This design comes from an exercise in tuning for small area and a short achievable clock period on the open sky130 flow, not from production work. No functional check of the RTL was part of any run shown here. No driver is modelled on the clock port, so clocking that relies on it looks cheaper here than on a real chip. Power and IR drop assume default switching activity.

===== design.v =====
`timescale 1ns / 1ps
module top_module(
    input clk,
    input rst,
    input [15:0] sw,
    input btnC,
    output reg [6:0] seg,
    output reg [3:0] an,
    output reg bitti,
    output [1:0] p
    );
    reg btnC_prev;
    reg s0, sira, p0, p1;
    reg s1;              
    reg zp;              
    reg [1:0] k;         
    reg [15:0] sayi0, sayi1;
    reg [15:0] m;
    assign p = {p1, p0};
    wire gir = btnC & ~btnC_prev;
    wire cmp = gir & s0 & ~bitti;
    wire [15:0] sa;
    mux16 smux(.sel(sira), .a(sayi0), .b(sayi1), .y(sa));
    wire [15:0] m_n;
    match_matrix mm(.g(sw), .s(sa), .m(m_n));
    wire [3:0] z;
    genvar d;
    generate
        for (d = 0; d < 4; d = d + 1) begin : zd
            assign z[d] = ~|sayi0[4*d +: 4];
        end
    endgenerate
    always @(posedge clk) begin
        if (rst) begin
            btnC_prev <= 1'b0;
            s0 <= 1'b0;
            p0 <= 1'b1;
            s1 <= 1'b0;
            sira <= 1'b0;
            p1 <= 1'b1;
            bitti <= 1'b0;
            zp <= 1'b0;
        end else begin
            btnC_prev <= btnC;
            if (gir) begin
                s0 <= 1'b1;
                if (s0) begin
                    p0 <= 1'b0;
                    s1 <= 1'b1;
                end
                sira <= ~sira;
            end
            if (cmp) begin
                p1 <= ~sira;
                zp <= ~s1;
                if (s1 ? m_n[0] & m_n[5] & m_n[10] & m_n[15] : &z) bitti <= 1'b1;
            end
        end
    end
    always @(posedge clk) begin
        if (!s0) sayi0 <= sw;
        if (!s1) sayi1 <= sw;
        if (cmp) m <= m_n;
    end
    wire [3:0] v;
    digit_sel ds(.m(m), .z(z), .s1(s1), .zp(zp), .k(k), .v(v));
    wire [6:0] seg_n;
    hex7 hx(.v(v), .seg(seg_n));
    always @(posedge clk) begin
        if (rst) begin
            k <= 2'd0;
            an <= 4'b1111;
            seg <= 7'b000_0000;
        end else begin
            k <= k + 2'd1;
            an <= ~(4'b0001 << k);
            seg <= seg_n;
        end
    end
endmodule
module mux16(
    input sel,
    input [15:0] a,
    input [15:0] b,
    output [15:0] y
    );
    assign y = sel ? a : b;
endmodule
module match_matrix(
    input [15:0] g,
    input [15:0] s,
    output [15:0] m
    );
    genvar i, j;
    generate
        for (i = 0; i < 4; i = i + 1) begin : gi
            for (j = 0; j < 4; j = j + 1) begin : gj
                eq4 e(.a(g[4*i +: 4]), .b(s[4*j +: 4]), .y(m[4*i+j]));
            end
        end
    endgenerate
endmodule
module eq4(
    input [3:0] a,
    input [3:0] b,
    output y
    );
    assign y = a == b;
endmodule
module digit_sel(
    input [15:0] m,
    input [3:0] z,
    input s1,
    input zp,
    input [1:0] k,
    output reg [3:0] v
    );
    function [1:0] fa(input x, input y, input z);
        fa = {(x & y) | (x & z) | (y & z), x ^ y ^ z};
    endfunction
    wire [2:0] bm = m[0] + m[5] + m[10] + m[15];
    wire [1:0] r0 = fa(m[1], m[2], m[3]);
    wire [1:0] r1 = fa(m[4], m[6], m[7]);
    wire [1:0] r2 = fa(m[8], m[9], m[11]);
    wire [1:0] r3 = fa(m[12], m[13], m[14]);
    wire [2:0] ss = (r0[0] + r1[0]) + (r2[0] + r3[0]);
    wire [2:0] sc = (r0[1] + r1[1]) + (r2[1] + r3[1]);
    wire [3:0] cm = ss + {sc, 1'b0};
    wire [2:0] zc = z[0] + z[1] + z[2] + z[3];
    wire [3:0] bull = zp ? {1'b0, zc} : s1 ? {1'b0, bm} : 4'h0;
    wire [3:0] cow = zp ? {1'b0, zc} + {zc, 1'b0} : s1 ? cm : 4'h0;
    always @(*)
        case (k)
            2'd0: v = cow;
            2'd1: v = 4'hC;
            2'd2: v = bull;
            default: v = 4'hB;
        endcase
endmodule
module hex7(
    input [3:0] v,
    output [6:0] seg
    );
    assign seg[0] = (~v[3] & ~v[2] & ~v[1]) | (v[3] & v[2]) | (v[2] & v[1] & v[0]);
    assign seg[1] = (~v[3] & ~v[2] & v[0]) | (~v[3] & ~v[2] & v[1]) | (~v[3] & v[1] & v[0]);
    assign seg[2] = (~v[3] & v[0]) | (~v[1] & v[0]) | (~v[3] & v[2] & ~v[1]);
    assign seg[3] = (v[3] & v[1] & ~v[0]) | (v[2] & v[1] & v[0]) | (~v[3] & v[2] & ~v[1] & ~v[0]) | (~v[3] & ~v[2] & ~v[1] & v[0]);
    assign seg[4] = (v[3] & v[2]) | (~v[3] & ~v[2] & v[1] & ~v[0]);
    assign seg[5] = (v[3] & v[2]) | (v[2] & v[1] & ~v[0]) | (v[3] & v[1] & v[0]) | (v[2] & ~v[1] & v[0]);
    assign seg[6] = (v[3] & v[1] & v[0]) | (~v[3] & v[2] & ~v[1] & ~v[0]) | (~v[3] & ~v[2] & ~v[1] & v[0]);
endmodule

===== flow/run.sh =====
#!/bin/bash
# ORFS layout with plain buffers on the ports, a small clock tree, and after
# clock tree synthesis a resizing pass (flow/post_cts.tcl) that trades slack
# for area and then sizes the critical paths up to a tighter target; the
# same again after global routing (flow/post_grt.tcl).
set -euo pipefail
here=$(pwd)
bash standard.sh synth > synth.log 2>&1
bash standard.sh \
  "BUFFER_PORTS_ARGS=-buffer_cell sky130_fd_sc_hd__buf_1" \
  "CTS_ARGS=-sink_clustering_enable -repair_clock_nets -dont_use_dummy_load" \
  "POST_CTS_TCL=$here/flow/post_cts.tcl" \
  "POST_GLOBAL_ROUTE_TCL=$here/flow/post_grt.tcl" \
  finish > layout.log 2>&1

===== flow/downsize.tcl =====
# greedy downsizing: each cell to the smallest same-function cell that keeps
# the worst setup slack at or above the floor and adds no slew/cap violation
proc my_downsize {floor} {
  set n 0
  foreach inst [get_cells *] {
    set ref [get_property $inst ref_name]
    if {![regexp {^(sky130_fd_sc_hd__[a-z0-9]+)_([0-9]+)$} $ref -> base size]} { continue }
    if {[string match "*clkbuf*" $base] || [string match "*dfxtp*" $base] || [string match "*edfxtp*" $base]} { continue }
    if {[string match "*buf*" $base] && [regexp {^(input|output)} [get_property $inst full_name]]} { continue }
    set lcs [get_lib_cells -quiet $ref]
    if {[llength $lcs] == 0} { continue }
    set cur_area [get_property [lindex $lcs 0] area]
    set cands {}
    foreach lc [get_lib_cells ${base}_*] {
      set nm [get_property $lc name]
      if {![regexp "^${base}_(\[0-9\]+)\$" $nm]} { continue }
      set a [get_property $lc area]
      if {$a < $cur_area} { lappend cands [list $a $nm] }
    }
    foreach c [lsort -real -index 0 $cands] {
      set nm [lindex $c 1]
      replace_cell $inst $nm
      if {[worst_slack -max] >= $floor && [sta::max_slew_violation_count] == 0 && [sta::max_capacitance_violation_count] == 0} {
        incr n
        set ref $nm
        break
      }
      replace_cell $inst $ref
    }
  }
  return $n
}

# the largest early or late slew, either edge, at any flip-flop clock pin
proc my_clock_slew {} {
  set w 0
  foreach pin [all_registers -clock_pins -edge_triggered] {
    foreach e {rise fall} {
      set s [get_property $pin slew_max_$e]
      if {$s > $w} { set w $s }
    }
  }
  return $w
}

# clock buffers to a smaller size where the clock-pin slew stays under
# max_slew and the worst setup and hold slacks stay at or above the floors
proc my_downsize_clock {floor max_slew} {
  set n 0
  foreach inst [get_cells *] {
    set ref [get_property $inst ref_name]
    if {![regexp {^sky130_fd_sc_hd__clkbuf_([0-9]+)$} $ref -> size]} { continue }
    foreach cand {sky130_fd_sc_hd__clkbuf_2 sky130_fd_sc_hd__clkbuf_4} {
      regexp {_([0-9]+)$} $cand -> csize
      if {$csize >= $size} { continue }
      replace_cell $inst $cand
      if {[worst_slack -max] >= $floor && [worst_slack -min] >= 0.1 && [my_clock_slew] <= $max_slew
          && [sta::max_slew_violation_count] == 0 && [sta::max_capacitance_violation_count] == 0} {
        incr n
        set ref $cand
        set size $csize
        break
      }
      replace_cell $inst $ref
    }
  }
  return $n
}

===== flow/margin.txt =====
9.15

===== flow/post_cts.tcl =====
set here [file dirname [info script]]
source [file join $here downsize.tcl]
set fp [open [file join $here margin.txt]]
set margin [string trim [read $fp]]
close $fp
estimate_parasitics -placement
puts "post_cts: worst slack before [worst_slack -max]"
puts "post_cts: clock buffers downsized [my_downsize_clock [expr {[worst_slack -max] - 0.02}] 0.100]"
puts "post_cts: clock-pin slew [my_clock_slew]"
estimate_parasitics -placement
repair_timing -setup -setup_margin $margin -skip_last_gasp
set ws [worst_slack -max]
puts "post_cts: worst slack after repair $ws"
puts "post_cts: downsized [my_downsize [expr {min($ws, $margin)}]] cells"
repair_timing -setup -setup_margin $margin -skip_last_gasp
puts "post_cts: worst slack after downsizing [worst_slack -max]"
repair_timing -hold
detailed_placement
check_placement -verbose
estimate_parasitics -placement
puts "post_cts: worst slack final [worst_slack -max] hold [worst_slack -min]"

===== flow/post_grt.tcl =====
# Runs at the end of ORFS's global route step (POST_GLOBAL_ROUTE_TCL): the
# same resizing as post_cts.tcl, now with global-route parasitics, then the
# changed nets are routed again.
set here [file dirname [info script]]
source [file join $here downsize.tcl]
set fp [open [file join $here margin.txt]]
set margin [string trim [read $fp]]
close $fp
set_propagated_clock [all_clocks]
estimate_parasitics -global_routing
puts "post_grt: worst slack before [worst_slack -max]"
global_route -start_incremental
repair_timing -setup -setup_margin $margin -skip_last_gasp
set ws [worst_slack -max]
puts "post_grt: worst slack after repair $ws"
puts "post_grt: downsized [my_downsize [expr {min($ws, $margin)}]] cells"
repair_timing -setup -setup_margin $margin -skip_last_gasp
repair_timing -hold
detailed_placement
global_route -end_incremental
check_placement -verbose
estimate_parasitics -global_routing
puts "post_grt: worst slack final [worst_slack -max] hold [worst_slack -min]"

===== standard.sh =====
#!/bin/bash
# synth_recipe.tcl (not shown) runs the flow's synth.tcl, then flattens the netlist and writes it again
# the make line also repeats each setting of config.mk as NAME=value (left out here)
make -C /OpenROAD-flow-scripts/flow DESIGN_CONFIG=/design/flow/config.mk WORK_HOME=/design/flow/orfs CLKGATE_MAP_FILE= SYNTH_SCRIPT=/design/flow/synth_recipe.tcl "${@:-finish}"

===== config.mk =====
export PLATFORM = sky130hd
export DESIGN_NAME = top_module
export DESIGN_NICKNAME = top_module
export VERILOG_FILES = /design/flow/design.v
export SDC_FILE = /design/flow/constraint.sdc
export NUM_CORES = 4
export LEC_CHECK = 0
export ABC_AREA = 0
export CAP_MARGIN = 20
export CORE_MARGIN = 2
export CORE_UTILIZATION = 65
export SLEW_MARGIN = 20
export SYNTH_HIERARCHICAL = 1

===== constraint.sdc =====
create_clock -name core_clock -period 12.5 [get_ports {clk}]
set_input_delay 2.5000 -clock core_clock [delete_from_list [all_inputs] [get_ports {clk}]]
set_output_delay 2.5000 -clock core_clock [all_outputs]
set_load 0.01 [all_outputs]

==> impl_summary.txt, run 1 <==
----------------------------------------------------
[STA]
  Worst hold-check slack ... 527 ps
  Post-route fraction of the period consumed by the critical path ... 28.7%
  Slew Limit Headroom ... 40.0%
  Fmax ... 278 MHz
  Final number of setup-violating endpoints ... 0
  Number of failing hold endpoints at the final stage ... 0
  Post-route setup TNS ... 0 ps
  Final worst path period need ... 3590 ps
  Count of final max-slew check failures ... 0
  Clock tree skew after final layout ... 28.4 ps
  Post-layout worst setup margin ... 8910 ps
  Transition time of the tightest slew-check pin ... 900 ps

[Setup path]
  Critical path fanouts, max ... 4
  Cell seen most often among critical-path stages ... sky130_fd_sc_hd__inv_2
  Library cell contributing the largest single delay on the critical path ... sky130_fd_sc_hd__fa_2
  CP startpoint ... m[1]$_DFFE_PP_
  WP buf/inv ... 5
  Endpoint class of the critical path ... flop
  Required arrival time at the worst endpoint ... 12830 ps
  Worst path cell trace ... fa_2 -> inv_2 -> fa_1 -> inv_2 -> ha_4 -> inv_2 -> fa_1 -> nor2_1 -> a21oi_1 -> o41ai_2 -> buf_4 -> buf_1 -> and2_4 -> nor2_2 -> o22a_1 -> nor2b_1
  Top delay family on crit path ... adder cells
  Worst reg-to-reg setup slack ... 8910 ps
  Type of the worst setup path ... flop to flop
  CP arrival ... 3920 ps
  Worst setup SP type ... flop
  Worst reg2reg path endpoint ... seg[5]$_SDFF_PP0_
  CP peak stage delay ... 590 ps
  Total number of cells along the worst setup path ... 16
  Number of cells on the worst reg-to-reg path ... 16
  Worst r2r src ... m[1]$_DFFE_PP_

[Power and ir drop]
  Leakage power ... 0.00173 µW
  Highest ir drop seen on vdd ... 0.111 mV
  Pwr Density ... 116 mW/mm²
  Post-route total power ... 503 µW

[Global routing]
  Wire length of the first global-routing pass ... 12300 µm
  Initial antenna violation count ... 0
  Overall routing resource usage ... 25.5%
  Number of global-route vias before repair ... 2378
  Largest net degree at the start of global routing ... 21
  Leftover overflow at the end of global routing ... 0

[Die]
  Initial Utilization ... 67.4%
  Num rows ... 28
  Die area ... 0.00682 mm²
  Horiz. Die Dim ... 82.6 µm
  Vertical die dimension ... 82.6 µm
  # IOs ... 33
  Core region area ... 0.00596 mm²

[Routing]
  Number of vias per cell after detailed routing ... 5.70
  DRC violation count after routing ... 0
  Antenna-violating nets left ... 0
  DR vias ... 2449
  Total routed wirelength ... 8020 µm
  Final routed wire length divided by cell count ... 18.6 µm
  Starting DRC count in detailed routing ... 153
  Initial DRT Pass Iterations ... 4

[Logic synthesis]
  Share of async-settable or async-resettable flops after synthesis ... 0%
  Most frequently used cell type in the post-synthesis netlist ... sky130_fd_sc_hd__xor2_1
  Post-synth net total ... 350
  Most used DFF post-synth ... sky130_fd_sc_hd__edfxtp_1
  Post-synthesis instance area ... 0.00401 mm²
  Main area contributors after synthesis ... sky130_fd_sc_hd__edfxtp_1, sky130_fd_sc_hd__xor2_1, sky130_fd_sc_hd__dfxtp_1
  Number of distinct library cells after synthesis ... 49
  Count of flip-flops with a built-in enable after synthesis ... 48
  Ys Warns ... 8
  Cell type with the highest aggregate area in the netlist ... sky130_fd_sc_hd__edfxtp_1
  Post-synthesis instance total ... 307
  Part of the Yosys area used for sequential elements ... 46.4%
  Share of the synthesized area in the top cell type ... 35.9%
  Post-synthesis register bit count ... 69
  Synth top cells by count ... sky130_fd_sc_hd__xor2_1, sky130_fd_sc_hd__edfxtp_1, sky130_fd_sc_hd__inv_1
  Per-instance average area after synthesis ... 13.1 µm²

[CTS]
  Source-to-sink clock delay at the later pin of the worst-skew pair ... 470 ps
  Number of clock sinks ... 69
  Clock transition at path regs ... 80 ps
  TritonCTS clock tree ... yes

[Cells and area]
  Area added between synthesis and finish ... 7.89%
  Area occupied by registers ... 0.00187 mm²
  Filler Cells Inserted ... 443
  Multi-input gate area ... 0.00188 mm²
  Antenna cell count ... 0
  Number of nets at the end of the flow ... 400
  Fraction of layout instances using a drive strength above 1 ... 22.8%

[Worst hold path]
  Worst Min Path Start ... p1$_SDFFE_PP1P_
  Worst hold path stage count ... 2
  Classification of the worst-slack hold path ... flop to flop
  End point of the most critical hold path ... p1$_SDFFE_PP1P_

[Placement]
  Worst Setup Slack post-DPL ... 8410 ps
  Routability Congestion ... 0.754
  Number of input and output port buffers inserted ... 32
  Half-perimeter wire length of the detailed placement result ... 5480 µm

[Job]
  Max-capacitance violation count ... 0

[Status]
  Run status ... complete, no violations

----------------------------------------------------
-- how the worst max path moves through the flow --
stage	endpoint	slack [ps]
final	seg[5]$_SDFF_PP0_	8910
after detailed placement	seg[5]$_SDFF_PP0_	8410
after global placement	m[12]$_DFFE_PP_	8390
after floorplan	m[0]$_DFFE_PP_	8800
-- power by group --
group / leakage, µW / internal (µW) / total [µW] / switching, µW
clock network: 0.0000487 / 41.4 / 110 / 68.5
registers: 0.000665 / 261 / 274 / 12.3
logic: 0.00102 / 52.0 / 120 / 67.8
-- layer usage --
layer / vias to the layer above / share of wire (%) / global-route usage (%) / routed length, µm
met5: - / 0 / 0 / 0
met4: 0 / 0.075 / 7.38 / 6
met3: 2 / 4.7 / 6.52 / 379
met2: 57 / 48 / 40.0 / 3870
met1: 1213 / 47 / 35.2 / 3760
li1: 1177 / - / - / -
-- registers in the layout (all words and copies together) (netlist names) --
| signal | flops |
|---|---|
| an | 4 |
| bitti | 1 |
| btnC_prev | 1 |
| k | 2 |
| m | 16 |
| p0 | 1 |
| p1 | 1 |
| s0 | 1 |
| s1 | 1 |
| sayi0 | 16 |
| sayi1 | 16 |
| seg | 7 |
| sira | 1 |
| zp | 1 |
-- worst register-to-register path: stages, from the launching register on --
cell                       delay (ps)
sky130_fd_sc_hd__edfxtp_1         420
sky130_fd_sc_hd__fa_2             590
sky130_fd_sc_hd__inv_2             40
sky130_fd_sc_hd__fa_1             510
sky130_fd_sc_hd__inv_2             50
sky130_fd_sc_hd__ha_4             150
sky130_fd_sc_hd__inv_2             50
sky130_fd_sc_hd__fa_1             430
sky130_fd_sc_hd__nor2_1           120
sky130_fd_sc_hd__a21oi_1           70
sky130_fd_sc_hd__o41ai_2          270
sky130_fd_sc_hd__buf_4            180
sky130_fd_sc_hd__buf_1            100
sky130_fd_sc_hd__and2_4           160
sky130_fd_sc_hd__nor2_2            30
sky130_fd_sc_hd__o22a_1           170
sky130_fd_sc_hd__nor2b_1          120
-- kinds of logic after synthesis --
family                     synth area share (%)
AOI/OAI and AO/OA                          5.58
xor gates and xnor gates                   14.6
adders and majority gates                  9.83
buffers and inverters                      5.08
DFF                                        46.4
muxes                                      5.80
and+or+nand+nor                            12.7
-- cell type report --
type / count / area share, %
inverter: 24 / 2.08
tap: 75 / 2.17
multi-input combinational: 201 / 43.4
sequential: 69 / 43.2
clock buffer: 9 / 1.94
timing repair buffer: 52 / 7.14
-- cell usage in the layout, fill, tap and decap left out, drive strengths merged, types with 2 or more instances in the layout --
master,instances
nor2,12
dfxtp,21
buf,44
mux2,17
nand2b,2
a221oi,2
nand2,5
o21ai,4
edfxtp,48
xnor2,2
a21o,4
a21oi,7
xor2,65
nand4,2
fa,11
inv,24
o22ai,2
a32oi,2
nor2b,12
nor4,21
o41ai,3
ha,13
clkbuf,17
-- metrics by stage --
stage               std cells  instance area [µm²]  util [%]
floorplan                 307                 4010         -
global placement          401                 4130      69.4
detailed placement        402                 4140      69.6
finish                    430                 4330      72.7
-- Yosys stat by module, one instance, submodules excluded, a selection --
| module | cell area, µm² | flip-flops and latches | copies in the design | cells |
|---|---|---|---|---|
| hex7 | 181 | 0 | 1 | 26 |
| top_module | 2230 | 69 | 1 | 119 |
| mux16 | 249 | 0 | 1 | 18 |
| digit_sel | 589 | 0 | 1 | 64 |
| eq4 | 47.5 | 0 | 16 | 5 |
==> inputs of run 2 (changes only) <==
--- a/design.v
+++ b/design.v
@@ -13,22 +13,15 @@
     reg s0, sira, p0, p1;
     reg s1;              
-    reg zp;              
-    reg [1:0] k;         
+    reg arm;             
     reg [15:0] sayi0, sayi1;
     reg [15:0] m;
     assign p = {p1, p0};
     wire gir = btnC & ~btnC_prev;
-    wire cmp = gir & s0 & ~bitti;
+    wire cmp = btnC & arm;
+    wire [15:0] tah = sw & {16{s1}};
     wire [15:0] sa;
     mux16 smux(.sel(sira), .a(sayi0), .b(sayi1), .y(sa));
     wire [15:0] m_n;
-    match_matrix mm(.g(sw), .s(sa), .m(m_n));
-    wire [3:0] z;
-    genvar d;
-    generate
-        for (d = 0; d < 4; d = d + 1) begin : zd
-            assign z[d] = ~|sayi0[4*d +: 4];
-        end
-    endgenerate
+    match_matrix mm(.g(tah), .s(sa), .m(m_n));
     always @(posedge clk) begin
         if (rst) begin
@@ -40,7 +33,8 @@
             p1 <= 1'b1;
             bitti <= 1'b0;
-            zp <= 1'b0;
+            arm <= 1'b0;
         end else begin
             btnC_prev <= btnC;
+            arm <= ~btnC & s0 & ~bitti;
             if (gir) begin
                 s0 <= 1'b1;
@@ -53,6 +47,5 @@
             if (cmp) begin
                 p1 <= ~sira;
-                zp <= ~s1;
-                if (s1 ? m_n[0] & m_n[5] & m_n[10] & m_n[15] : &z) bitti <= 1'b1;
+                if (m_n[0] & m_n[5] & m_n[10] & m_n[15]) bitti <= 1'b1;
             end
         end
@@ -64,15 +57,13 @@
     end
     wire [3:0] v;
-    digit_sel ds(.m(m), .z(z), .s1(s1), .zp(zp), .k(k), .v(v));
+    digit_sel ds(.m(m), .s1(s1), .an(an), .v(v));
     wire [6:0] seg_n;
     hex7 hx(.v(v), .seg(seg_n));
     always @(posedge clk) begin
         if (rst) begin
-            k <= 2'd0;
             an <= 4'b1111;
             seg <= 7'b000_0000;
         end else begin
-            k <= k + 2'd1;
-            an <= ~(4'b0001 << k);
+            an <= {an[2:0], an[3] & ~&an[2:0]};
             seg <= seg_n;
         end
@@ -110,8 +101,6 @@
 module digit_sel(
     input [15:0] m,
-    input [3:0] z,
     input s1,
-    input zp,
-    input [1:0] k,
+    input [3:0] an,
     output reg [3:0] v
     );
@@ -119,22 +108,26 @@
         fa = {(x & y) | (x & z) | (y & z), x ^ y ^ z};
     endfunction
-    wire [2:0] bm = m[0] + m[5] + m[10] + m[15];
-    wire [1:0] r0 = fa(m[1], m[2], m[3]);
-    wire [1:0] r1 = fa(m[4], m[6], m[7]);
-    wire [1:0] r2 = fa(m[8], m[9], m[11]);
-    wire [1:0] r3 = fa(m[12], m[13], m[14]);
-    wire [2:0] ss = (r0[0] + r1[0]) + (r2[0] + r3[0]);
-    wire [2:0] sc = (r0[1] + r1[1]) + (r2[1] + r3[1]);
-    wire [3:0] cm = ss + {sc, 1'b0};
-    wire [2:0] zc = z[0] + z[1] + z[2] + z[3];
-    wire [3:0] bull = zp ? {1'b0, zc} : s1 ? {1'b0, bm} : 4'h0;
-    wire [3:0] cow = zp ? {1'b0, zc} + {zc, 1'b0} : s1 ? cm : 4'h0;
+    wire [1:0] d0 = fa(m[0], m[5], m[10]);
+    wire b0 = d0[0] ^ m[15];
+    wire e0 = d0[0] & m[15];
+    wire [2:0] bull = {d0[1] & e0, d0[1] ^ e0, b0};
+    wire [1:0] f0 = fa(m[1], m[2], m[3]);
+    wire [1:0] f1 = fa(m[4], m[6], m[7]);
+    wire [1:0] f2 = fa(m[8], m[9], m[11]);
+    wire [1:0] f3 = fa(m[12], m[13], m[14]);
+    wire [1:0] g0 = fa(f0[0], f1[0], f2[0]);
+    wire [1:0] g1 = fa(f0[1], f1[1], f2[1]);
+    wire c0 = g0[0] ^ f3[0];
+    wire k0 = g0[0] & f3[0];
+    wire [1:0] g2 = fa(g0[1], g1[0], f3[1]);
+    wire c1 = g2[0] ^ k0;
+    wire k1 = g2[0] & k0;
+    wire [1:0] g3 = fa(g1[1], g2[1], k1);
+    wire [3:0] cow = {g3[1], g3[0], c1, c0};
     always @(*)
-        case (k)
-            2'd0: v = cow;
-            2'd1: v = 4'hC;
-            2'd2: v = bull;
-            default: v = 4'hB;
-        endcase
+        if (!an[0]) v = 4'hC;
+        else if (!an[1]) v = s1 ? {1'b0, bull} : 4'h0;
+        else if (!an[2]) v = 4'hB;
+        else v = s1 ? cow : 4'h0;
 endmodule
 module hex7(
==> flow/margin.txt (replaced) <==
9.1
==> run 2 against run 1 <==
  * Still clean
  * Fmax hardly changed
  * Global-route usage is 1.7 points lower
  * Via count is 12% lower
  * Sequential power is 5% lower
  * Final cell count is 9.8% lower
  * Final area is 11% lower
  * Sequential share of layout area is 4.3 points higher
  * Synthesized cell count is 8.8% lower
  * Area after synthesis is 7.9% lower
==> impl_summary.txt, run 2 <==
----------------------------------------------------
[Routing]
  Initial DRT Pass Iterations ... 4
  Starting DRC count in detailed routing ... 126
  Total routed wirelength ... 6740 µm
  Final routed wire length divided by cell count ... 17.4 µm
  Antenna-violating nets left ... 0
  Number of vias per cell after detailed routing ... 5.56
  DRC violation count after routing ... 0
  DR vias ... 2157

[Placement]
  Number of input and output port buffers inserted ... 32
  Routability Congestion ... 0.861
  Half-perimeter wire length of the detailed placement result ... 4850 µm
  Placement Cell Area ... 0.00380 mm²

[Job]
  Max-capacitance violation count ... 0

[STA]
  Final worst path period need ... 3600 ps
  Count of final max-slew check failures ... 0
  Number of failing hold endpoints at the final stage ... 0
  Post-route fraction of the period consumed by the critical path ... 28.8%
  Transition time of the tightest slew-check pin ... 888 ps
  Clock tree skew after final layout ... 39.2 ps
  Final number of setup-violating endpoints ... 0
  Fmax ... 278 MHz
  Post-route setup TNS ... 0 ps
  Slew Limit Headroom ... 40.7%

[CTS]
  TritonCTS clock tree ... yes
  Clock transition at path regs ... 90 ps
  Number of clock sinks ... 67
  Source-to-sink clock delay at the later pin of the worst-skew pair ... 460 ps

[Die]
  Horiz. Die Dim ... 79.4 µm
  Initial Utilization ... 67.1%
  Num rows ... 27
  Die area ... 0.00630 mm²
  Vertical die dimension ... 79.4 µm
  Core region area ... 0.00551 mm²
  # IOs ... 33

[Global routing]
  Overall routing resource usage ... 23.9%
  Initial antenna violation count ... 0
  Number of global-route vias before repair ... 2146
  Leftover overflow at the end of global routing ... 0
  Largest net degree at the start of global routing ... 24
  Wire length of the first global-routing pass ... 11000 µm

[Logic synthesis]
  Number of distinct library cells after synthesis ... 45
  Ys Warns ... 8
  Part of the Yosys area used for sequential elements ... 49.3%
  Post-synthesis register bit count ... 67
  Most used DFF post-synth ... sky130_fd_sc_hd__edfxtp_1
  Cell type with the highest aggregate area in the netlist ... sky130_fd_sc_hd__edfxtp_1
  Post-synthesis instance area ... 0.00369 mm²
  Share of async-settable or async-resettable flops after synthesis ... 0%
  Share of the synthesized area in the top cell type ... 39.0%
  Post-synthesis instance total ... 280
  Most frequently used cell type in the post-synthesis netlist ... sky130_fd_sc_hd__xor2_1
  Count of flip-flops with a built-in enable after synthesis ... 48
  Synth top cells by count ... sky130_fd_sc_hd__xor2_1, sky130_fd_sc_hd__edfxtp_1, sky130_fd_sc_hd__dfxtp_1
  Post-synth net total ... 312
  Main area contributors after synthesis ... sky130_fd_sc_hd__edfxtp_1, sky130_fd_sc_hd__xor2_1, sky130_fd_sc_hd__dfxtp_1
  Per-instance average area after synthesis ... 13.2 µm²

[Power and ir drop]
  Highest ir drop seen on vdd ... 0.0876 mV
  Leakage power ... 0.00158 µW
  Pwr Density ... 119 mW/mm²

[Cells and area]
  Number of nets at the end of the flow ... 350
  Fin area ... 0.00387 mm²
  Most common cell after layout, fill and taps aside ... sky130_fd_sc_hd__xor2_1
  Area added between synthesis and finish ... 4.74%
  Filler Cells Inserted ... 438
  Antenna cell count ... 0
  Fraction of layout instances using a drive strength above 1 ... 16.1%
  Commonest cells after routing, fill and taps aside ... sky130_fd_sc_hd__xor2_1, sky130_fd_sc_hd__edfxtp_1, sky130_fd_sc_hd__buf_1
  Registers with the most flip-flops ... m (16), sayi0 (16), sayi1 (16)

[Setup path]
  Worst reg2reg path endpoint ... seg[1]$_SDFF_PP0_
  Required arrival time at the worst endpoint ... 12900 ps
  Number of cells on the worst reg-to-reg path ... 12
  Worst r2r src ... m[6]$_DFFE_PP_
  Type of the worst setup path ... input port to flop
  Worst reg-to-reg setup slack ... 8900 ps
  CP arrival ... 4000 ps
  Endpoint class of the critical path ... flop
  Worst setup SP type ... input port
  Critical path fanouts, max ... 4

[Worst hold path]
  Worst hold path stage count ... 1
  End point of the most critical hold path ... p0$_SDFFE_PP1P_
  Worst Min Path Start ... p0$_SDFFE_PP1P_
  Classification of the worst-slack hold path ... flop to flop

[Status]
  Run status ... complete, no violations

----------------------------------------------------
[run 2: per-layer routing]
layer	global-route usage, %	wire [µm]	part of all wire, %	vias up
li1	-	-	-	1040
met1	32.4	3140	47	1062
met5	0	0	0	-
met2	38.8	3270	49	43
met4	9.66	114	1.7	0
met3	3.51	212	3.1	12
[run 2: modules after synthesis (local to each module, per instance), a selection]
| module | flip-flops and latches | cells | area, µm² |
|---|---|---|---|
| top_module | 67 | 119 | 2150 |
| digit_sel | 0 | 37 | 353 |
| mux16 | 0 | 18 | 249 |
| hex7 | 0 | 26 | 181 |
| eq4 | 0 | 5 | 47.5 |
[run 2: cell type report]
cell class	count	area, µm²	share of cell area, %
timing repair buffer	39	228	5.88
clock buffer	9	83.8	2.17
inverter	15	56.3	1.45
tap	72	90.1	2.33
sequential	67	1840	47.5
multi-input combinational	186	1570	40.6
[run 2: where the power goes]
| part | leakage, µW | switching (µW) | total, µW | internal (µW) |
|---|---|---|---|---|
| Clock | 0.0000487 | 65.0 | 106 | 41.3 |
| Combinational | 0.000913 | 54.0 | 94.1 | 40.1 |
| Sequential | 0.000621 | 7.83 | 261 | 253 |
| Total | 0.00158 | 127 | 462 | 335 |
[run 2: kinds of logic after synthesis]
logic type | Yosys count | share of synthesized area, %
fa+ha+maj | 14 | 6.54
flops | 67 | 49.3
simple gates | 70 | 14.2
mux | 17 | 6.16
compound gates | 19 | 3.52
xor+xnor | 66 | 15.6
buf+inv | 27 | 4.67
[run 2: critical path: stages]
cell and delay (ps):
sky130_fd_sc_hd__buf_1 140, sky130_fd_sc_hd__and2_0 370, sky130_fd_sc_hd__xor2_1 110, sky130_fd_sc_hd__nor4_1 430, sky130_fd_sc_hd__and4_1 270, sky130_fd_sc_hd__a31oi_1 80, sky130_fd_sc_hd__nor2_1 80
[run 2: per-stage QoR]
step	cells	utilization (%)	total power [µW]	setup slack, ps	hold WS (ps)
after floorplan	280	-	347	8960	427
after global placement	373	69.0	363	8680	432
after detailed placement	373	69.0	366	8640	440
final	388	70.3	462	8900	460
[run 2: worst max-delay path by stage]
stage	cells after the start	to	startpoint	slack, ps
floorplan	6	bitti$_SDFFE_PP0P_	sw[13]	8960
global placement	7	bitti$_SDFFE_PP0P_	sw[1]	8680
detailed placement	7	bitti$_SDFFE_PP0P_	sw[0]	8640
finish	7	bitti$_SDFFE_PP0P_	sw[0]	8900
==> inputs of run 3 (changes only) <==
==> flow/run.sh (replaced) <==
#!/bin/bash
# ORFS layout with plain buffers on the ports, a small clock tree, and after
# clock tree synthesis a resizing pass (flow/post_cts.tcl) that trades slack
# for area and then sizes the critical paths up to a tighter target.
set -euo pipefail
here=$(pwd)
bash standard.sh synth > synth.log 2>&1
bash standard.sh \
  "BUFFER_PORTS_ARGS=-buffer_cell sky130_fd_sc_hd__buf_1" \
  "CTS_ARGS=-sink_clustering_enable -repair_clock_nets -dont_use_dummy_load" \
  "POST_CTS_TCL=$here/flow/post_cts.tcl" \
  finish > layout.log 2>&1
removed: flow/post_grt.tcl
==> run 3 against run 2 <==
  * Via count rose by 0.83%
  * Combinational power decreased by 2%
  * Worst hold slack about the same
  * Wire length about the same
  * Final area shrank 0.84%
  * Global-route usage unchanged
  * Synthesized cell count stayed put
  * Critical path type is now flop to flop
  * Largest cell class unchanged
==> impl_summary.txt, run 3 <==
----------------------------------------------------
[Setup path]
  Top delay family on crit path ... adder cells
  CP arrival ... 3970 ps
  CP Capture Point ... seg[3]$_SDFF_PP0_
  Type of the worst setup path ... flop to flop
  Worst reg-to-reg setup slack ... 8930 ps
  Required arrival time at the worst endpoint ... 12900 ps
  CP startpoint ... m[8]$_DFFE_PP_
  Endpoint class of the critical path ... flop
  Worst reg2reg path endpoint ... seg[3]$_SDFF_PP0_
  WP buf/inv ... 4
  Worst r2r src ... m[8]$_DFFE_PP_
  Total number of cells along the worst setup path ... 15
  Worst path cell trace ... inv_1 -> fa_1 -> inv_1 -> fa_2 -> fa_1 -> ha_1 -> inv_1 -> fa_1 -> nand4b_1 -> o211ai_1 -> buf_4 -> nor4b_1 -> a31oi_1 -> nand2_1 -> and2b_1
  Library cell contributing the largest single delay on the critical path ... sky130_fd_sc_hd__fa_1
  Critical path fanouts, max ... 8
  Worst setup SP type ... flop
  Number of cells on the worst reg-to-reg path ... 15
  CP peak stage delay ... 550 ps

[Cells and area]
  Fraction of layout instances using a drive strength above 1 ... 14.6%
  Antenna cell count ... 0
  Area occupied by registers ... 0.00184 mm²
  Fin area ... 0.00384 mm²
  Filler Cells Inserted ... 443
  Non-filler instance count after layout ... 388
  Number of nets at the end of the flow ... 350
  Area added between synthesis and finish ... 3.86%
  Commonest cells after routing, fill and taps aside ... sky130_fd_sc_hd__xor2_1, sky130_fd_sc_hd__edfxtp_1, sky130_fd_sc_hd__buf_1
  Multi-input gate area ... 0.00157 mm²
  Share of the core filled with cells ... 69.7%
  Most common cell after layout, fill and taps aside ... sky130_fd_sc_hd__xor2_1
  Registers with the most flip-flops ... m (16), sayi0 (16), sayi1 (16)

[Power and ir drop]
  Highest ir drop seen on vdd ... 0.0878 mV
  Leakage power ... 0.00159 µW
  Pwr Density ... 120 mW/mm²

[Logic synthesis]
  Part of the Yosys area used for sequential elements ... 49.3%
  Main area contributors after synthesis ... sky130_fd_sc_hd__edfxtp_1, sky130_fd_sc_hd__xor2_1, sky130_fd_sc_hd__dfxtp_1
  Number of distinct library cells after synthesis ... 45
  Post-synthesis instance area ... 0.00369 mm²
  Post-synthesis register bit count ... 67
  Ys Warns ... 8
  Count of flip-flops with a built-in enable after synthesis ... 48
  Share of the synthesized area in the top cell type ... 39.0%
  Synth top cells by count ... sky130_fd_sc_hd__xor2_1, sky130_fd_sc_hd__edfxtp_1, sky130_fd_sc_hd__dfxtp_1
  Most frequently used cell type in the post-synthesis netlist ... sky130_fd_sc_hd__xor2_1
  Post-synth net total ... 312
  Share of async-settable or async-resettable flops after synthesis ... 0%
  Cell type with the highest aggregate area in the netlist ... sky130_fd_sc_hd__edfxtp_1
  Per-instance average area after synthesis ... 13.2 µm²
  Most used DFF post-synth ... sky130_fd_sc_hd__edfxtp_1
  Post-synthesis instance total ... 280

[Placement]
  Half-perimeter wire length of the detailed placement result ... 4850 µm
  Number of input and output port buffers inserted ... 32
  Placement Cell Area ... 0.00380 mm²
  Cell count after placement ... 373
  Worst Setup Slack post-DPL ... 8640 ps
  Routability Congestion ... 0.861

[Routing]
  Starting DRC count in detailed routing ... 130
  Antenna-violating nets left ... 0
  Initial DRT Pass Iterations ... 4
  Final routed wire length divided by cell count ... 17.4 µm
  Total routed wirelength ... 6740 µm
  DRC violation count after routing ... 0
  DR vias ... 2175
  Number of vias per cell after detailed routing ... 5.61

[STA]
  Post-route setup TNS ... 0 ps
  Unrepaired setup endpoints after global routing ... false
  Transition time of the tightest slew-check pin ... 895 ps
  Clock tree skew after final layout ... 38.7 ps
  Post-route fraction of the period consumed by the critical path ... 28.6%
  Number of failing hold endpoints at the final stage ... 0
  Count of final max-slew check failures ... 0
  Slew Limit Headroom ... 40.3%
  Final number of setup-violating endpoints ... 0
  Post-layout worst setup margin ... 8930 ps
  Final worst path period need ... 3570 ps
  Fmax ... 280 MHz

[Global routing]
  Number of global-route vias before repair ... 2146
  Leftover overflow at the end of global routing ... 0
  Initial antenna violation count ... 0
  Overall routing resource usage ... 23.9%
  Wire length of the first global-routing pass ... 11000 µm
  Largest net degree at the start of global routing ... 24

[CTS]
  TritonCTS clock tree ... yes
  Clock transition at path regs ... 90 ps
  Source-to-sink clock delay at the later pin of the worst-skew pair ... 460 ps
  Number of clock sinks ... 67

[Die]
  Vertical die dimension ... 79.4 µm
  Horiz. Die Dim ... 79.4 µm
  # IOs ... 33
  Initial Utilization ... 67.1%
  Die area ... 0.00630 mm²
  Core region area ... 0.00551 mm²
  Num rows ... 27

[Worst hold path]
  Worst Min Path Start ... p0$_SDFFE_PP1P_
  Classification of the worst-slack hold path ... flop to flop

[Status]
  Run status ... complete, no violations

[Job]
  Max-capacitance violation count ... 0

----------------------------------------------------
[run 3: cell count changes in the layout (fill, tap and decap cells not counted), sizes merged]
| cell | change |
|---|---|
| buf | -1 |
| clkbuf | +1 |
[run 3: worst min-delay path by stage]
| stage | end | slack [ps] | cells past startpoint |
|---|---|---|---|
| detailed placement | p0$_SDFFE_PP1P_ | 440 | 1 |
| floorplan | p0$_SDFFE_PP1P_ | 430 | 1 |
| global route | p0$_SDFFE_PP1P_ | 480 | 1 |
| finish | p0$_SDFFE_PP1P_ | 460 | 1 |
| global placement | p0$_SDFFE_PP1P_ | 430 | 1 |
[run 3: stage by stage]
stage | hold WS, ps | total power (µW)
floorplan | 427 | 347
global placement | 432 | 363
detailed placement | 440 | 366
global route | 479 | 480
finish | 460 | 460
[run 3: kinds of logic (layout without fill, tap and decap cells)]
kind of cell / count (synthesis) / in the layout / share of synthesized area, %
and+or+nand+nor: 70 / 70 / 14.2
DFF: 67 / 67 / 49.3
xor gates and xnor gates: 66 / 66 / 15.6
buffers and inverters: 27 / 63 / 4.67
AOI/OAI and AO/OA: 19 / 19 / 3.52
muxes: 17 / 17 / 6.16
adders and majority gates: 14 / 14 / 6.54
[run 3: where the power goes]
part	internal (µW)	switching (µW)	total, µW
Sequential	253	7.55	261
Clock	41.4	65.3	107
Combinational	38.7	53.6	92.4
[run 3: area by class of cell]
| class | instances | area share, % |
|---|---|---|
| Timing Repair Buffer | 39 | 5.38 |
| Clock buffer | 9 | 2.18 |
| Tap cell | 72 | 2.35 |
| Multi-Input combinational cell | 186 | 40.8 |
| Inverter | 15 | 1.47 |
| Sequential cell | 67 | 47.8 |
[run 3: per-layer routing]
layer / part of all wire (%) / GRT usage (%)
met2: 49 / 38.8
met5: 0 / 0
met1: 46 / 32.4
met3: 3.4 / 3.51
met4: 1.5 / 9.66
[run 3: Yosys stat by module (local to each module, per instance), excerpt]
module	flip-flops and latches	times used	cells inside	area (µm²)
top_module	67	1	119	2150
mux16	0	1	18	249
digit_sel	0	1	37	353
eq4	0	16	5	47.5
hex7	0	1	26	181
==> inputs of run 4 (changes only) <==
==> flow/margin.txt (replaced) <==
9.05
--- a/flow/post_cts.tcl
+++ b/flow/post_cts.tcl
@@ -6,7 +6,4 @@
 estimate_parasitics -placement
 puts "post_cts: worst slack before [worst_slack -max]"
-puts "post_cts: clock buffers downsized [my_downsize_clock [expr {[worst_slack -max] - 0.02}] 0.100]"
-puts "post_cts: clock-pin slew [my_clock_slew]"
-estimate_parasitics -placement
 repair_timing -setup -setup_margin $margin -skip_last_gasp
 set ws [worst_slack -max]
==> run 4 against run 3 <==
  * Still clean
  * Register-to-register slack better by 40 ps
  * Setup slack better by 39 ps
  * Wire length is 0.30% lower
  * Non-clock buffer count is 3 lower
  * Final cell count is 0.77% lower
  * Core utilization is 0.41 points lower
  * First-iteration DRC count is 13% lower
  * Sequential share of layout area hardly changed
  * Highest routed layer unchanged
==> impl_summary.txt, run 4 <==
----------------------------------------------------
[Setup path]
  Critical path fanouts, max ... 4
  Required arrival time at the worst endpoint ... 12540 ps
  Worst setup SP type ... input port
  CP arrival ... 3570 ps
  Worst reg-to-reg setup slack ... 8970 ps
  Endpoint class of the critical path ... flop
  Type of the worst setup path ... input port to flop

[Worst hold path]
  Classification of the worst-slack hold path ... flop to flop

[Global routing]
  Number of global-route vias before repair ... 2108
  Leftover overflow at the end of global routing ... 0
  Largest net degree at the start of global routing ... 24
  Initial antenna violation count ... 0
  Wire length of the first global-routing pass ... 10900 µm
  Overall routing resource usage ... 23.7%

[Logic synthesis]
  Per-instance average area after synthesis ... 13.2 µm²
  Ys Warns ... 8
  Share of async-settable or async-resettable flops after synthesis ... 0%
  Post-synthesis register bit count ... 67
  Most used DFF post-synth ... sky130_fd_sc_hd__edfxtp_1
  Cell type with the highest aggregate area in the netlist ... sky130_fd_sc_hd__edfxtp_1
  Number of distinct library cells after synthesis ... 45
  Count of flip-flops with a built-in enable after synthesis ... 48
  Part of the Yosys area used for sequential elements ... 49.3%
  Main area contributors after synthesis ... sky130_fd_sc_hd__edfxtp_1, sky130_fd_sc_hd__xor2_1, sky130_fd_sc_hd__dfxtp_1
  Synth top cells by count ... sky130_fd_sc_hd__xor2_1, sky130_fd_sc_hd__edfxtp_1, sky130_fd_sc_hd__dfxtp_1
  Share of the synthesized area in the top cell type ... 39.0%
  Post-synth net total ... 312
  Most frequently used cell type in the post-synthesis netlist ... sky130_fd_sc_hd__xor2_1
  Post-synthesis instance area ... 0.00369 mm²
  Post-synthesis instance total ... 280

[Cells and area]
  Antenna cell count ... 0
  Number of nets at the end of the flow ... 347
  Commonest cells after routing, fill and taps aside ... sky130_fd_sc_hd__xor2_1, sky130_fd_sc_hd__edfxtp_1, sky130_fd_sc_hd__buf_1
  Registers with the most flip-flops ... m (16), sayi0 (16), sayi1 (16)
  Area added between synthesis and finish ... 3.25%
  Fraction of layout instances using a drive strength above 1 ... 9.90%
  Most common cell after layout, fill and taps aside ... sky130_fd_sc_hd__xor2_1

[STA]
  Unrepaired setup endpoints after global routing ... false
  Count of final max-slew check failures ... 0
  Clock tree skew after final layout ... 23.4 ps
  Final worst path period need ... 3530 ps
  Fmax ... 283 MHz
  Slew Limit Headroom ... 40.1%
  Post-route fraction of the period consumed by the critical path ... 28.3%
  Worst hold-check slack ... 456 ps
  Final number of setup-violating endpoints ... 0
  Transition time of the tightest slew-check pin ... 897 ps
  Post-route setup TNS ... 0 ps
  Number of failing hold endpoints at the final stage ... 0

[Power and ir drop]
  Highest ir drop seen on vdd ... 0.0872 mV
  Leakage power ... 0.00154 µW
  Pwr Density ... 127 mW/mm²

[Routing]
  DR vias ... 2148
  Final routed wire length divided by cell count ... 17.4 µm
  Antenna-violating nets left ... 0
  Total routed wirelength ... 6720 µm
  DRC violation count after routing ... 0
  Initial DRT Pass Iterations ... 4
  Number of vias per cell after detailed routing ... 5.58
  Starting DRC count in detailed routing ... 113

[CTS]
  Source-to-sink clock delay at the later pin of the worst-skew pair ... 340 ps
  TritonCTS clock tree ... yes
  Clock transition at path regs ... 80 ps
  Number of clock sinks ... 67

[Die]
  Num rows ... 27
  Die area ... 0.00630 mm²
  Core region area ... 0.00551 mm²
  # IOs ... 33
  Horiz. Die Dim ... 79.4 µm
  Vertical die dimension ... 79.4 µm
  Initial Utilization ... 67.1%

[Job]
  Max-capacitance violation count ... 0

[Status]
  Run status ... complete, no violations

[Placement]
  Routability Congestion ... 0.861
  Half-perimeter wire length of the detailed placement result ... 4850 µm
  Number of input and output port buffers inserted ... 32

----------------------------------------------------
run 4: changes by cell type in the layout (fill, tap and decap cells not counted), sizes merged:
cell	before	now
buf	37	35
clkbuf	11	10
run 4: cells by family (layout without fill, tap and decap cells):
logic type	after synthesis	count (layout)	synth area share, %
simple gates	70	70	14.2
flops	67	67	49.3
xor+xnor	66	66	15.6
buf+inv	27	60	4.67
compound gates	19	19	3.52
mux	17	17	6.16
fa+ha+maj	14	14	6.54
run 4: power by group:
part / internal [µW] / switching [µW] / leakage (µW) / total, µW
combinational: 36.8 / 53.1 / 0.000855 / 89.9
clock: 64.0 / 68.5 / 0.0000647 / 133
sequential: 254 / 8.45 / 0.000620 / 262
total: 354 / 130 / 0.00154 / 485
run 4: per-stage QoR:
step                area, µm²  setup WS (ps)  instances  util [%]  power [µW]
floorplan                3690           8960        280         -         347
global placement         3800           8680        373      69.0         363
detailed placement       3800           8640        373      69.0         366
global route             3810           8790        385      69.3         506
finish                   3810           8970        385      69.3         485
run 4: area by class of cell:
| cell class | count | area, µm² |
|---|---|---|
| Tap cell | 72 | 90.1 |
| Fill cell | 436 | 1690 |
| Timing Repair Buffer | 36 | 140 |
| Sequential cell | 67 | 1820 |
| Multi-Input combinational cell | 186 | 1580 |
| Clock buffer | 9 | 124 |
| Inverter | 15 | 56.3 |
run 4: worst max-delay path, stage by stage:
cell	delay (ps)
sky130_fd_sc_hd__buf_1	90
sky130_fd_sc_hd__and2_1	230
sky130_fd_sc_hd__xor2_1	180
sky130_fd_sc_hd__nor4_1	580
run 4: per-layer routing:
metal	routed length [µm]	vias to the layer above	track usage, %
met1	3200	1068	32.1
met3	191	9	4.52
li1	-	1031	-
met4	102	0	9.66
met5	0	-	0
met2	3220	40	37.8
run 4: final timing paths:
kind | start | to | cells after the start
worst min register to register | p0$_SDFFE_PP1P_ | p0$_SDFFE_PP1P_ | 1
worst min-delay path | p0$_SDFFE_PP1P_ | p0$_SDFFE_PP1P_ | 1
worst max register to register | m[1]$_DFFE_PP_ | seg[6]$_SDFF_PP0_ | 12
worst max-delay path | sw[5] | m[7]$_DFFE_PP_ | 4
run 4: modules after synthesis (local to each module, per instance), excerpt:
module / times used / cells inside / area [µm²] / flops+latches
mux16: 1 / 18 / 249 / 0
eq4: 16 / 5 / 47.5 / 0
hex7: 1 / 26 / 181 / 0
top_module: 1 / 119 / 2150 / 67
digit_sel: 1 / 37 / 353 / 0
==> inputs of run 5 (changes only) <==
==> flow/margin.txt (replaced) <==
8.95
==> run 5 against run 4 <==
  * Total power fell by 0.41%
  * First-iteration DRC count rose by 13%
  * Register-to-register slack got worse by 90 ps
  * Critical path depth rose by 7
  * Critical path type is now flop to flop
  * Worst hold slack barely moved
  * Sequential power barely moved
  * Clock skew barely moved
  * Synthesized cell count did not move
  * Sequential cell count did not move
  * Final cell count did not move
  * Largest power group unchanged
  * Clock-buffer cell count did not move
==> impl_summary.txt, run 5 <==
----------------------------------------------------
[Placement]
  Number of input and output port buffers inserted ... 32
  Worst Setup Slack post-DPL ... 8640 ps
  Routability Congestion ... 0.861
  Half-perimeter wire length of the detailed placement result ... 4850 µm

[Routing]
  Total routed wirelength ... 6690 µm
  Starting DRC count in detailed routing ... 128
  DR vias ... 2133
  DRC violation count after routing ... 0
  Antenna-violating nets left ... 0
  Final routed wire length divided by cell count ... 17.4 µm
  Number of vias per cell after detailed routing ... 5.54
  Initial DRT Pass Iterations ... 4

[Cells and area]
  Share of the core filled with cells ... 68.9%
  Area occupied by registers ... 0.00182 mm²
  Antenna cell count ... 0
  Commonest cells after routing, fill and taps aside ... sky130_fd_sc_hd__xor2_1, sky130_fd_sc_hd__edfxtp_1, sky130_fd_sc_hd__buf_1
  Fraction of layout instances using a drive strength above 1 ... 7.35%
  Registers with the most flip-flops ... m (16), sayi0 (16), sayi1 (16)
  Most common cell after layout, fill and taps aside ... sky130_fd_sc_hd__xor2_1
  Area added between synthesis and finish ... 2.64%
  Number of nets at the end of the flow ... 347
  Filler Cells Inserted ... 442
  Multi-input gate area ... 0.00156 mm²

[Logic synthesis]
  Post-synth net total ... 312
  Part of the Yosys area used for sequential elements ... 49.3%
  Post-synthesis instance area ... 0.00369 mm²
  Cell type with the highest aggregate area in the netlist ... sky130_fd_sc_hd__edfxtp_1
  Synth top cells by count ... sky130_fd_sc_hd__xor2_1, sky130_fd_sc_hd__edfxtp_1, sky130_fd_sc_hd__dfxtp_1
  Most frequently used cell type in the post-synthesis netlist ... sky130_fd_sc_hd__xor2_1
  Main area contributors after synthesis ... sky130_fd_sc_hd__edfxtp_1, sky130_fd_sc_hd__xor2_1, sky130_fd_sc_hd__dfxtp_1
  Number of distinct library cells after synthesis ... 45
  Post-synthesis register bit count ... 67
  Count of flip-flops with a built-in enable after synthesis ... 48
  Per-instance average area after synthesis ... 13.2 µm²
  Share of async-settable or async-resettable flops after synthesis ... 0%
  Most used DFF post-synth ... sky130_fd_sc_hd__edfxtp_1
  Ys Warns ... 8
  Post-synthesis instance total ... 280
  Share of the synthesized area in the top cell type ... 39.0%

[Setup path]
  Required arrival time at the worst endpoint ... 12740 ps
  Worst setup SP type ... flop
  Cell seen most often among critical-path stages ... sky130_fd_sc_hd__fa_1
  Library cell contributing the largest single delay on the critical path ... sky130_fd_sc_hd__fa_1
  WP buf/inv ... 1
  Endpoint class of the critical path ... flop
  Top delay family on crit path ... adder cells
  CP arrival ... 3860 ps
  CP peak stage delay ... 580 ps
  Type of the worst setup path ... flop to flop
  Critical path fanouts, max ... 9
  Worst path cell trace ... fa_2 -> fa_1 -> fa_1 -> ha_1 -> nand2_1 -> a311oi_1 -> buf_1 -> and2_0 -> nor2_1 -> o22a_1 -> and2b_1

[Die]
  Vertical die dimension ... 79.4 µm
  Horiz. Die Dim ... 79.4 µm
  Core region area ... 0.00551 mm²
  # IOs ... 33
  Die area ... 0.00630 mm²
  Initial Utilization ... 67.1%
  Num rows ... 27

[Power and ir drop]
  Post-route total power ... 483 µW
  Relative contribution of combinational cells to total power ... 18.3%
  Switching power ... 129 µW
  Total internal power ... 354 µW
  Highest ir drop seen on vdd ... 0.0871 mV
  Sequential share of power ... 54.3%
  Leakage power ... 0.00154 µW
  Net switching share of the total power ... 26.7%
  Clock network fraction of total power ... 27.4%
  Pwr Density ... 127 mW/mm²

[STA]
  Fmax ... 276 MHz
  Slew Limit Headroom ... 40.2%
  Transition time of the tightest slew-check pin ... 896 ps
  Clock tree skew after final layout ... 23.6 ps
  Count of final max-slew check failures ... 0
  Number of failing hold endpoints at the final stage ... 0
  Unrepaired setup endpoints after global routing ... false
  Post-route fraction of the period consumed by the critical path ... 29.0%
  Final worst path period need ... 3620 ps
  Post-route setup TNS ... 0 ps
  Post-layout worst setup margin ... 8880 ps
  Final number of setup-violating endpoints ... 0

[CTS]
  Source-to-sink clock delay at the later pin of the worst-skew pair ... 340 ps
  TritonCTS clock tree ... yes
  Number of clock sinks ... 67
  Clock transition at path regs ... 80 ps

[Global routing]
  Largest net degree at the start of global routing ... 24
  Overall routing resource usage ... 23.7%
  Wire length of the first global-routing pass ... 10900 µm
  Number of global-route vias before repair ... 2089
  Initial antenna violation count ... 0
  Leftover overflow at the end of global routing ... 0

[Status]
  Run status ... complete, no violations

[Job]
  Max-capacitance violation count ... 0

[Worst hold path]
  Classification of the worst-slack hold path ... flop to flop

----------------------------------------------------
[run 5: final timing paths]
kind | depth (start not counted) | slack (ps) | startpoint | to
hold / removal | 1 | 460 | p0$_SDFFE_PP1P_ | p0$_SDFFE_PP1P_
setup / recovery | 11 | 8880 | m[3]$_DFFE_PP_ | seg[5]$_SDFF_PP0_
hold reg to reg | 1 | 460 | p0$_SDFFE_PP1P_ | p0$_SDFFE_PP1P_
setup reg to reg | 11 | 8880 | m[3]$_DFFE_PP_ | seg[5]$_SDFF_PP0_
[run 5: final cells by class]
| cell class | instances | share of cell area [%] |
|---|---|---|
| multi-input combinational | 186 | 41.2 |
| inverter | 15 | 1.48 |
| clock buffer | 9 | 3.27 |
| sequential | 67 | 48.0 |
| tap | 72 | 2.38 |
| timing repair buffer | 36 | 3.60 |
[run 5: per-module statistics from Yosys (local to each module, per instance), a selection]
module / copies in the design / area, µm² / flops+latches
eq4: 16 / 47.5 / 0
mux16: 1 / 249 / 0
top_module: 1 / 2150 / 67
hex7: 1 / 181 / 0
digit_sel: 1 / 353 / 0
[run 5: stage by stage]
stage / instances / cell area [µm²] / hold WS (ps)
final: 385 / 3790 / 456
after floorplan: 280 / 3690 / 427
after detailed placement: 373 / 3800 / 440
after global placement: 373 / 3800 / 432
after global routing: 385 / 3790 / 475
[run 5: cell families after synthesis]
group                      share of synthesized area (%)
xor gates and xnor gates                            15.6
muxes                                               6.16
and+or+nand+nor                                     14.2
AOI/OAI and AO/OA                                   3.52
adders and majority gates                           6.54
DFF                                                 49.3
buffers and inverters                               4.67
[run 5: per-layer routing]
metal  up-vias  wire length [µm]  share of wire (%)  GRT usage (%)
met5         -                 0                  0              0
met4         0                91                1.4           9.66
met3         8               244                3.6           4.52
met2        44              3220                 48           37.5
met1      1051              3140                 47           32.3
li1       1030                 -                  -              -
[run 5: power by group through the flow]
| stage | clock network, µW | registers (µW) | logic [µW] |
|---|---|---|---|
| after floorplan | 0 | 264 | 82.8 |
| after global placement | 0 | 267 | 96.6 |
| after detailed placement | 0 | 268 | 98.7 |
| after global routing | 143 | 264 | 97.3 |
| final | 132 | 262 | 88.1 |
[run 5: worst register-to-register path, delay by kind of cell (launching register included)]
family | cells | cell delay, ps
DFF | 1 | 400
buffers and inverters | 1 | 330
adders and majority gates | 4 | 1730
and+or+nand+nor | 4 | 580
AOI/OAI and AO/OA | 2 | 510
==> inputs of run 6 (changes only) <==
==> flow/margin.txt (replaced) <==
9.05
--- a/config.mk
+++ b/config.mk
@@ -9,5 +9,5 @@
 export CAP_MARGIN = 20
 export CORE_MARGIN = 2
-export CORE_UTILIZATION = 65
+export CORE_UTILIZATION = 75
 export SLEW_MARGIN = 20
 export SYNTH_HIERARCHICAL = 1
==> run 6 against run 5 <==
  * First-iteration DRC count up 15%
  * Core utilization up 12 points
  * Total power about the same
  * Sequential share of layout area down 0.19 points
  * Sequential power about the same
  * Largest power group unchanged
  * Highest routed layer unchanged
==> impl_summary.txt, run 6 <==
----------------------------------------------------
[Logic synthesis]
  Post-synthesis instance area ... 0.00369 mm²
  Share of async-settable or async-resettable flops after synthesis ... 0%
  Main area contributors after synthesis ... sky130_fd_sc_hd__edfxtp_1, sky130_fd_sc_hd__xor2_1, sky130_fd_sc_hd__dfxtp_1
  Post-synth net total ... 312
  Share of the synthesized area in the top cell type ... 39.0%
  Part of the Yosys area used for sequential elements ... 49.3%
  Count of flip-flops with a built-in enable after synthesis ... 48
  Post-synthesis register bit count ... 67
  Post-synthesis instance total ... 280
  Most used DFF post-synth ... sky130_fd_sc_hd__edfxtp_1
  Number of distinct library cells after synthesis ... 45
  Per-instance average area after synthesis ... 13.2 µm²
  Most frequently used cell type in the post-synthesis netlist ... sky130_fd_sc_hd__xor2_1
  Ys Warns ... 8
  Synth top cells by count ... sky130_fd_sc_hd__xor2_1, sky130_fd_sc_hd__edfxtp_1, sky130_fd_sc_hd__dfxtp_1
  Cell type with the highest aggregate area in the netlist ... sky130_fd_sc_hd__edfxtp_1

[Routing]
  Number of vias per cell after detailed routing ... 5.53
  Total routed wirelength ... 6680 µm
  Initial DRT Pass Iterations ... 4
  Final routed wire length divided by cell count ... 17.6 µm
  DRC violation count after routing ... 0
  Starting DRC count in detailed routing ... 147
  Antenna-violating nets left ... 0
  DR vias ... 2102

[STA]
  Post-route setup TNS ... 0 ps
  Post-route fraction of the period consumed by the critical path ... 28.3%
  Clock tree skew after final layout ... 20.5 ps
  Unrepaired setup endpoints after global routing ... false
  Final number of setup-violating endpoints ... 0
  Slew Limit Headroom ... 41.9%
  Number of failing hold endpoints at the final stage ... 0
  Count of final max-slew check failures ... 0
  Fmax ... 283 MHz
  Transition time of the tightest slew-check pin ... 871 ps
  Final worst path period need ... 3530 ps

[Die]
  Horiz. Die Dim ... 74.2 µm
  Die area ... 0.00550 mm²
  Core region area ... 0.00472 mm²
  Num rows ... 25
  Initial Utilization ... 78.2%
  Vertical die dimension ... 74.2 µm
  # IOs ... 33

[Power and ir drop]
  Pwr Density ... 127 mW/mm²
  Post-route total power ... 483 µW
  Highest ir drop seen on vdd ... 0.112 mV
  Leakage power ... 0.00154 µW

[Worst hold path]
  Classification of the worst-slack hold path ... flop to flop
  Worst hold path stage count ... 1
  Worst Min Path Start ... bitti$_SDFFE_PP0P_
  End point of the most critical hold path ... arm$_SDFF_PP0_

[Global routing]
  Wire length of the first global-routing pass ... 10500 µm
  Number of global-route vias before repair ... 2093
  Initial antenna violation count ... 0
  Leftover overflow at the end of global routing ... 0
  Largest net degree at the start of global routing ... 24
  Overall routing resource usage ... 27.1%

[Cells and area]
  Filler Cells Inserted ... 315
  Commonest cells after routing, fill and taps aside ... sky130_fd_sc_hd__xor2_1, sky130_fd_sc_hd__edfxtp_1, sky130_fd_sc_hd__buf_1
  Most common cell after layout, fill and taps aside ... sky130_fd_sc_hd__xor2_1
  Area occupied by registers ... 0.00182 mm²
  Share of the core filled with cells ... 80.7%
  Registers with the most flip-flops ... m (16), sayi0 (16), sayi1 (16)
  Number of nets at the end of the flow ... 347
  Fraction of layout instances using a drive strength above 1 ... 11.2%
  Antenna cell count ... 0
  Area added between synthesis and finish ... 3.18%
  Multi-input gate area ... 0.00158 mm²

[Placement]
  Number of input and output port buffers inserted ... 32
  Half-perimeter wire length of the detailed placement result ... 4750 µm
  Routability Congestion ... 0.921

[Setup path]
  Required arrival time at the worst endpoint ... 12730 ps
  CP arrival ... 3770 ps
  Endpoint class of the critical path ... flop
  Worst reg-to-reg setup slack ... 8970 ps
  Critical path fanouts, max ... 9
  Type of the worst setup path ... flop to flop
  Number of cells on the worst reg-to-reg path ... 11
  Worst r2r src ... m[3]$_DFFE_PP_
  Worst setup SP type ... flop
  Worst reg2reg path endpoint ... seg[5]$_SDFF_PP0_

[Status]
  Run status ... complete, no violations

[CTS]
  Number of clock sinks ... 67
  Source-to-sink clock delay at the later pin of the worst-skew pair ... 330 ps
  TritonCTS clock tree ... yes
  Clock transition at path regs ... 70 ps

[Job]
  Max-capacitance violation count ... 0

----------------------------------------------------
## run 6: cell types whose count changed in the layout (fill, tap and decap cells not counted), moves of 2 or more
cell,delta
sky130_fd_sc_hd__inv_1,-3
sky130_fd_sc_hd__buf_4,+2
sky130_fd_sc_hd__dfxtp_1,-2
sky130_fd_sc_hd__dfxtp_2,+2
sky130_fd_sc_hd__inv_2,+3
## run 6: worst max-delay path, stage by stage (launching register included)
cell and delay [ps]:
sky130_fd_sc_hd__edfxtp_1 420, sky130_fd_sc_hd__fa_2 430, sky130_fd_sc_hd__fa_1 530, sky130_fd_sc_hd__fa_1 430
sky130_fd_sc_hd__ha_2 330, sky130_fd_sc_hd__nand2_1 70, sky130_fd_sc_hd__a311oi_1 390, sky130_fd_sc_hd__buf_4 230
sky130_fd_sc_hd__and2_1 220, sky130_fd_sc_hd__nor2_1 70, sky130_fd_sc_hd__o22a_1 170, sky130_fd_sc_hd__and2b_1 150
## run 6: power breakdown
| group | switching (µW) | total [µW] | leakage, µW | internal (µW) |
|---|---|---|---|---|
| Clock | 66.3 | 130 | 0.0000647 | 64.0 |
| Combinational | 53.5 | 90.4 | 0.000853 | 36.9 |
| Sequential | 8.54 | 262 | 0.000620 | 254 |
## run 6: worst max path at each step
stage	from	endpoint	slack [ps]	depth (start not counted)
after global routing	m[8]$_DFFE_PP_	seg[3]$_SDFF_PP0_	8800	15
after floorplan	sw[13]	bitti$_SDFFE_PP0P_	8960	6
after global placement	sw[9]	bitti$_SDFFE_PP0P_	8700	7
final	m[3]$_DFFE_PP_	seg[5]$_SDFF_PP0_	8970	11
after detailed placement	sw[0]	bitti$_SDFFE_PP0P_	8650	7
## run 6: kinds of logic (layout without fill, tap and decap cells)
group           Yosys count  after routing  synth area share, %
buf+inv                  27             60                 4.67
simple gates             70             70                 14.2
compound gates           19             19                 3.52
mux                      17             17                 6.16
flops                    67             67                 49.3
fa+ha+maj                14             14                 6.54
xor+xnor                 66             66                 15.6
## run 6: area by class of cell
class | count | area share, %
sequential | 67 | 47.9
multi-input combinational | 186 | 41.5
timing repair buffer | 36 | 3.74
clock buffer | 9 | 3.25
tap | 67 | 2.20
inverter | 15 | 1.48
## run 6: stage by stage
| stage | worst slack [ps] | std cells | hold slack (ps) | instance area (µm²) |
|---|---|---|---|---|
| 2_1_floorplan | 8960 | 280 | 427 | 3690 |
| 3_3_place_gp | 8700 | 368 | 435 | 3790 |
| 3_5_place_dp | 8650 | 368 | 449 | 3790 |
| 5_1_grt | 8800 | 380 | 485 | 3810 |
| 6_report | 8970 | 380 | 467 | 3810 |
## run 6: per-module statistics from Yosys, one instance, submodules excluded, a selection
module      copies in the design  flip-flops and latches
top_module                     1                      67
mux16                          1                       0
digit_sel                      1                       0
eq4                           16                       0
hex7                           1                       0
## run 6: layer usage
| layer | up-vias | global-route usage (%) | wire length, µm | share of wire, % |
|---|---|---|---|---|
| met3 | 12 | 7.59 | 307 | 4.6 |
| li1 | 1031 | - | - | - |
| met2 | 58 | 42.8 | 3240 | 48 |
| met4 | 0 | 9.90 | 107 | 1.6 |
| met1 | 1001 | 36.1 | 3030 | 45 |
| met5 | - | 0 | 0 | 0 |

## port drivers added, routing unchanged
How much do the figures lean on ideal ports? The routed layouts below were timed once more, with nothing changed but the port constraints.
Step 1 assumes that a clkbuf_16 drives the clock port and a buf_2 every other input.
Step 2, shift: input delay + t, output delay - t, t = (earliest + latest rising clock arrival at the registers) / 2. This alone moves slack from input paths to output paths.
a / b / c = no drivers / after step 1 / after step 2; a / b = the first two.
run | shift t [ns] | slack for setup (ns) | worst setup path at the end | latest minus earliest clock arrival (ns) | pins driven straight from the clock port
run 1 | 0.484 | 8.908 / 8.908 / 8.529 | input to register | 0.030 / 0.030 | 1
run 2 | 0.474 | 8.905 / 8.908 / 8.438 | input to register | 0.039 / 0.039 | 1
run 3 | 0.471 | 8.929 / 8.929 / 8.612 | input to register | 0.039 / 0.039 | 1
run 4 | 0.361 | 8.967 / 8.971 / 8.618 | input to register | 0.023 / 0.023 | 1
run 5 | 0.360 | 8.876 / 8.876 / 8.587 | input to register | 0.024 / 0.024 | 1
run 6 | 0.351 | 8.966 / 8.959 / 8.609 | input to register | 0.020 / 0.021 | 1
After both steps setup and hold are still met in every run listed. The setup slack of run 2, which loses most, moves by +0.003 ns with the drivers and by -0.467 ns with both steps.
